What follows belongs to an exercise in optimizing a design on an open flow for small area; a production flow would make more cautious choices.
Power is estimated from default activity; no workload was simulated.

Design test_lcd_ctrl, start of the top module:
module test_lcd_ctrl(
    input wire clk, input wire rst, output wire redled, output wire dbg_l2, output wire dbg_l3, output wire dbg_l4,
    input wire pSetButton, input wire pAlarmButton, input wire pTimerToggle0, input wire pTimerToggle1,
    input wire pButton0, input wire pButton1, input wire pButton2,
    output wire RS, output wire E, output wire RW,
    output wire LCD_DB0,
    output wire LCD_DB1,
    output wire LCD_DB2,
    output wire LCD_DB3,
    output wire LCD_DB4,
    output wire LCD_DB5,
    output wire LCD_DB6,
    output wire LCD_DB7,
    output wire buzzer
);
Size in the first run: ~25 I/O pins, roughly 0.011 mm2 of cells after synthesis.
export LEC_CHECK = 0
export ABC_AREA = 1
export CAP_MARGIN = 10
export CORE_MARGIN = 2
export CORE_UTILIZATION = 65
export SLEW_MARGIN = 10
create_clock -name core_clock -period 10.0 [get_ports {clk}]
standard.sh (not shown) runs the stock make flow with config.mk's settings and CLKGATE_MAP_FILE= SYNTH_SCRIPT=/design/flow/synth_recipe.tcl, a recipe that flattens the netlist after the stock synthesis.
==> flow/flow/run.sh <==
#!/bin/bash
# Layout flow: the standard synthesis, then the combinational logic between
# the flip-flops re-mapped by ABC for area (flip-flops, their names and cells
# untouched; the result is proved equivalent before it is used), then the
# standard floorplan, placement, CTS (without dummy loads), routing and finish.
# Each tool's output goes to a log file of its own in this folder.
set -euo pipefail
W=$(pwd)
F=$W/flow
R=$W/orfs/results/${FLOW_PLATFORM}/test_lcd_ctrl/base
LIB=$FLOW_HOME/platforms/${FLOW_PLATFORM}/lib/sky130_fd_sc_hd__tt_025C_1v80.lib
YOSYS=$FLOW_HOME/../tools/install/yosys/bin/yosys
[[ -x $YOSYS ]] || YOSYS=$(command -v yosys)

bash standard.sh synth > $W/log_1_standard_synth.txt 2>&1

cp $R/1_2_yosys.v $W/synth_std.v
DU=""
for c in $(grep -oE "sky130_fd_sc_hd__(probe|lpflow)[a-z0-9_]*" $FLOW_HOME/platforms/${FLOW_PLATFORM}/config.mk | sort -u); do
  DU="$DU -dont_use $c"
done
echo "module sky130_fd_sc_hd__dfxtp_1(input CLK, input D, output Q); endmodule" > $W/ff_stub.v
cat > $W/resyn1.ys <<EOS
read_liberty -ignore_miss_func $LIB
read_verilog $W/synth_std.v
delete sky130_fd_sc_hd__dfxtp_1
read_verilog -lib $W/ff_stub.v
hierarchy -top $FLOW_TOP
flatten
opt -purge
abc -liberty $LIB $DU -script +strash;dc2;&get,-n;&deepsyn,-T,180;&put;dch,-f;&get,-n;&nf,-R,1000;&put;
opt_clean -purge
write_verilog -noattr -nohex -nodec $W/resyn_mid.v
EOS
cat > $W/resyn2.ys <<EOS
read_liberty -lib $LIB
read_verilog $W/resyn_mid.v
hierarchy -top $FLOW_TOP
splitnets
opt_clean -purge
hilomap -singleton -hicell sky130_fd_sc_hd__conb_1 HI -locell sky130_fd_sc_hd__conb_1 LO
insbuf -buf sky130_fd_sc_hd__buf_2 A X
check -assert -mapped
tee -o $W/resyn_stat.txt stat -liberty $LIB
write_verilog -noattr -nohex -nodec $W/synth_resyn.v
EOS
cat > $W/equiv.ys <<EOS
read_liberty -ignore_miss_func $LIB
read_verilog $W/std_cut.v
rename $FLOW_TOP gold
read_verilog $W/resyn_cut.v
rename $FLOW_TOP gate
hierarchy -check
flatten gold gate
opt_clean gold gate
miter -equiv -flatten -make_assert gold gate miter
hierarchy -top miter
sat -verify -prove-asserts miter
EOS
use=0
if $YOSYS -q $W/resyn1.ys > $W/log_2_resyn1.txt 2>&1 \
   && $YOSYS -q $W/resyn2.ys > $W/log_3_resyn2.txt 2>&1 \
   && python3 $F/cutff.py $W/synth_std.v $W/std_cut.v $W/ff_std.txt > $W/log_4_cut.txt 2>&1 \
   && python3 $F/cutff.py $W/synth_resyn.v $W/resyn_cut.v $W/ff_resyn.txt >> $W/log_4_cut.txt 2>&1 \
   && cmp -s $W/ff_std.txt $W/ff_resyn.txt \
   && [[ $(grep -c "sky130_fd_sc_hd__df" $W/synth_std.v) == $(grep -c "sky130_fd_sc_hd__df" $W/synth_resyn.v) ]] \
   && $YOSYS -q $W/equiv.ys > $W/log_5_equiv.txt 2>&1; then
  use=1
fi
echo "resynthesised netlist used: $use" | tee $W/log_6_choice.txt
if [[ $use == 1 ]]; then
  cp $W/synth_resyn.v $R/1_2_yosys.v
  rm -f $R/1_synth.odb $R/1_synth.sdc
fi

# CTS without dummy loads; the clustering settings are in cts_args.txt
export CTS_ARGS="$(cat $F/cts_args.txt)"
# every port still gets its own buffer, the smallest one
export BUFFER_PORTS_ARGS="-buffer_cell sky130_fd_sc_hd__buf_1"
bash standard.sh finish > $W/log_7_standard_finish.txt 2>&1
==> flow/flow/cts_args.txt <==
-sink_clustering_enable -repair_clock_nets -dont_use_dummy_load -sink_clustering_size 20 -sink_clustering_max_diameter 60 -buf_list {sky130_fd_sc_hd__clkbuf_8}
Other scripts of this flow, unchanged in this note and not shown: flow/flow/cutff.py
The first run completed without violations.
Then changed:
==> flow/flow/cts_args.txt (replaced) <==
-sink_clustering_enable -repair_clock_nets -dont_use_dummy_load -sink_clustering_size 24 -sink_clustering_max_diameter 70 -buf_list {sky130_fd_sc_hd__clkbuf_8 sky130_fd_sc_hd__clkbuf_16}
Settings changed: CAP_MARGIN 10 to 20, SLEW_MARGIN 10 to 20.
=> The new run went through all stages and came out clean. Total power rose by a little under a tenth. Setup slack hardly moves. Combinational power climbs slightly. Sequential share of layout area is lower by 0.46 points.
No run of this note included a check of the RTL's function; only the layout flow was run.

========
## v26
test_lcd_ctrl, a different RTL version from the one above (not shown whole).
Size: roughly 0.011 mm2 of cells after synthesis.
## test_lcd_ctrl
module test_lcd_ctrl(
    input wire clk, input wire rst, output wire redled, output wire dbg_l2, output wire dbg_l3, output wire dbg_l4,
    input wire pSetButton, input wire pAlarmButton, input wire pTimerToggle0, input wire pTimerToggle1,
    input wire pButton0, input wire pButton1, input wire pButton2,
    output wire RS, output wire E, output wire RW,
    output wire LCD_DB0,
    output wire LCD_DB1,
    output wire LCD_DB2,
    output wire LCD_DB3,
    output wire LCD_DB4,
    output wire LCD_DB5,
    output wire LCD_DB6,
    output wire LCD_DB7,
    output wire buzzer
);
    wire [6:0] pin = ~{pButton0, pButton1, pButton2, pSetButton, pAlarmButton, pTimerToggle0, pTimerToggle1};
    reg [3:0] bcnt;
    reg [6:0] smp;
    reg [6:0] rise;
    always @(posedge clk) begin
        if (rst) begin
            bcnt <= 4'd1; smp <= 0; rise <= 0;
        end else if (bcnt == 4'd7) begin
            bcnt <= 4'd1; smp <= pin; rise <= pin & ~smp;
        end else bcnt <= {bcnt[2:0], bcnt[3] ^ bcnt[2]};
    end
    wire act = (bcnt == 4'd1);
    wire pul = (bcnt == 4'd2);
    wire b1 = pul & rise[6];
    wire b2 = pul & rise[5];
    wire b3 = pul & rise[4];
    reg [1:0] cm, tm;
    reg t12, alm_en, tmr_en;
    wire idle = (cm == 2'd0) && (tm == 2'd0);
    always @(posedge clk) begin
        if (rst) begin
            cm <= 0; tm <= 0; t12 <= 0; alm_en <= 0; tmr_en <= 0;
        end else if (act) begin
            if (rise[6] && idle) t12 <= ~t12;
            if (rise[5] && idle) alm_en <= ~alm_en;
            if (rise[4] && idle) tmr_en <= ~tmr_en;
            if (rise[1]) begin
                if (tm == 2'd0 && cm == 2'd0) tm <= 2'd1;
                if (tm == 2'd1 && cm == 2'd0) tm <= 2'd0;
            end
            if (rise[0]) begin
                if (tm == 2'd0 && cm == 2'd0) tm <= 2'd2;
                if (tm == 2'd2 && cm == 2'd0) tm <= 2'd0;
            end
            if (rise[3]) begin
                if (cm == 2'd0 && tm == 2'd0) cm <= 2'd1;
                else if (cm == 2'd1 && tm == 2'd0) cm <= 2'd3;
                else if (cm == 2'd3 && tm == 2'd0) cm <= 2'd0;
            end
  ...
Settings: LEC_CHECK=0, ABC_AREA=1, CAP_MARGIN=20, CORE_MARGIN=2, CORE_UTILIZATION=65, SLEW_MARGIN=20; clock period 10.0 ns.
==> flow/flow/run.sh <==
#!/bin/bash
# Layout flow: the standard synthesis, then the combinational logic between
# the flip-flops re-mapped by ABC for area (flip-flops, their names and cells
# untouched; the result is proved equivalent before it is used), then the
# standard floorplan, placement, CTS (without dummy loads), routing and finish.
# Each tool's output goes to a log file of its own in this folder.
set -euo pipefail
W=$(pwd)
F=$W/flow
R=$W/orfs/results/${FLOW_PLATFORM}/test_lcd_ctrl/base
LIB=$FLOW_HOME/platforms/${FLOW_PLATFORM}/lib/sky130_fd_sc_hd__tt_025C_1v80.lib
YOSYS=$FLOW_HOME/../tools/install/yosys/bin/yosys
[[ -x $YOSYS ]] || YOSYS=$(command -v yosys)

bash standard.sh synth > $W/log_1_standard_synth.txt 2>&1

cp $R/1_2_yosys.v $W/synth_std.v
DU=""
for c in $(grep -oE "sky130_fd_sc_hd__(probe|lpflow)[a-z0-9_]*" $FLOW_HOME/platforms/${FLOW_PLATFORM}/config.mk | sort -u); do
  DU="$DU -dont_use $c"
done
echo "module sky130_fd_sc_hd__dfxtp_1(input CLK, input D, output Q); endmodule" > $W/ff_stub.v
cat > $W/resyn1.ys <<EOS
read_liberty -ignore_miss_func $LIB
read_verilog $W/synth_std.v
delete sky130_fd_sc_hd__dfxtp_1
read_verilog -lib $W/ff_stub.v
hierarchy -top $FLOW_TOP
flatten
opt -purge
abc -liberty $LIB $DU -script +strash;&get,-n;&deepsyn,-T,${DEEPSYN_T:-60};&put;dch,-f;map,-a;
opt_clean -purge
write_verilog -noattr -nohex -nodec $W/resyn_mid.v
EOS
cat > $W/resyn2.ys <<EOS
read_liberty -lib $LIB
read_verilog $W/resyn_mid.v
hierarchy -top $FLOW_TOP
splitnets
opt_clean -purge
hilomap -singleton -hicell sky130_fd_sc_hd__conb_1 HI -locell sky130_fd_sc_hd__conb_1 LO
insbuf -buf sky130_fd_sc_hd__buf_2 A X
check -assert -mapped
tee -o $W/resyn_stat.txt stat -liberty $LIB
write_verilog -noattr -nohex -nodec $W/synth_resyn.v
EOS
cat > $W/equiv.ys <<EOS
read_liberty -ignore_miss_func $LIB
read_verilog $W/std_cut.v
rename $FLOW_TOP gold
read_verilog $W/resyn_cut.v
rename $FLOW_TOP gate
hierarchy -check
flatten gold gate
opt_clean gold gate
miter -equiv -flatten -make_assert gold gate miter
hierarchy -top miter
sat -verify -prove-asserts miter
EOS
use=0
if $YOSYS -q $W/resyn1.ys > $W/log_2_resyn1.txt 2>&1 \
   && $YOSYS -q $W/resyn2.ys > $W/log_3_resyn2.txt 2>&1 \
   && python3 $F/cutff.py $W/synth_std.v $W/std_cut.v $W/ff_std.txt > $W/log_4_cut.txt 2>&1 \
   && python3 $F/cutff.py $W/synth_resyn.v $W/resyn_cut.v $W/ff_resyn.txt >> $W/log_4_cut.txt 2>&1 \
   && cmp -s $W/ff_std.txt $W/ff_resyn.txt \
   && [[ $(grep -c "sky130_fd_sc_hd__df" $W/synth_std.v) == $(grep -c "sky130_fd_sc_hd__df" $W/synth_resyn.v) ]] \
   && $YOSYS -q $W/equiv.ys > $W/log_5_equiv.txt 2>&1; then
  use=1
fi
echo "resynthesised netlist used: $use" | tee $W/log_6_choice.txt
if [[ $use == 1 ]]; then
  cp $W/synth_resyn.v $R/1_2_yosys.v
  rm -f $R/1_synth.odb $R/1_synth.sdc
fi

# CTS without dummy loads; the clustering settings are in cts_args.txt
export CTS_ARGS="$(cat $F/cts_args.txt)"
bash standard.sh finish > $W/log_7_standard_finish.txt 2>&1
==> flow/flow/cts_args.txt <==
-sink_clustering_enable -repair_clock_nets -dont_use_dummy_load -sink_clustering_size 20 -sink_clustering_max_diameter 60 -buf_list {sky130_fd_sc_hd__clkbuf_8}
Other scripts of this flow, unchanged in this note and not shown: flow/flow/cutff.py
v26 was carried through to the last stage, and its layout satisfied the timing, design-rule and antenna checks.
### v26 -> v14
==> flow/flow/cts_args.txt <==
-sink_clustering_enable -repair_clock_nets -dont_use_dummy_load -sink_clustering_size 30 -sink_clustering_max_diameter 80 -buf_list {sky130_fd_sc_hd__clkbuf_16}
Results
- Result: PASS for each of v26 and v14
- v26 and v14 ended up with nearly the same synthesized netlist net count.
- The final setup slack of the worst path of v14 was superior to that of v26.
- The final wirelength on v14 is in line with that on v26.
No run of this note included a check of the RTL's function; only the layout flow was run.

## what the ideal ports hide
Ports are ideal in the flow. The routed layouts listed here were re-timed in OpenROAD. Step 1: set_driving_cell puts a clkbuf_16 on clk and a buf_2 on each other input, an assumption about the parent block. Step 2 adds t to the input delays and takes it off the output delays; t is the mean of the earliest and latest rising clock arrival at the registers after step 1. Input paths then give back, and output paths get back, about the clock's delay inside the block. Slacks: ideal / step 1 / step 2; pairs: ideal / step 1.
run	t, ns	setup slack, ns	worst data-port slew with drivers (ns)
the first run of note 1	0.543	4.506 / 4.506 / 4.506	0.04
the second run of note 1	0.516	4.505 / 4.505 / 4.505	0.04
v26	0.561	5.223 / 5.223 / 4.749	0.06
v14	0.517	5.241 / 5.249 / 4.743	0.06
After both steps every run listed still meets setup and hold. For v14, which loses most, drivers alone change the setup slack by +0.008 ns; drivers and shift together by -0.498 ns.
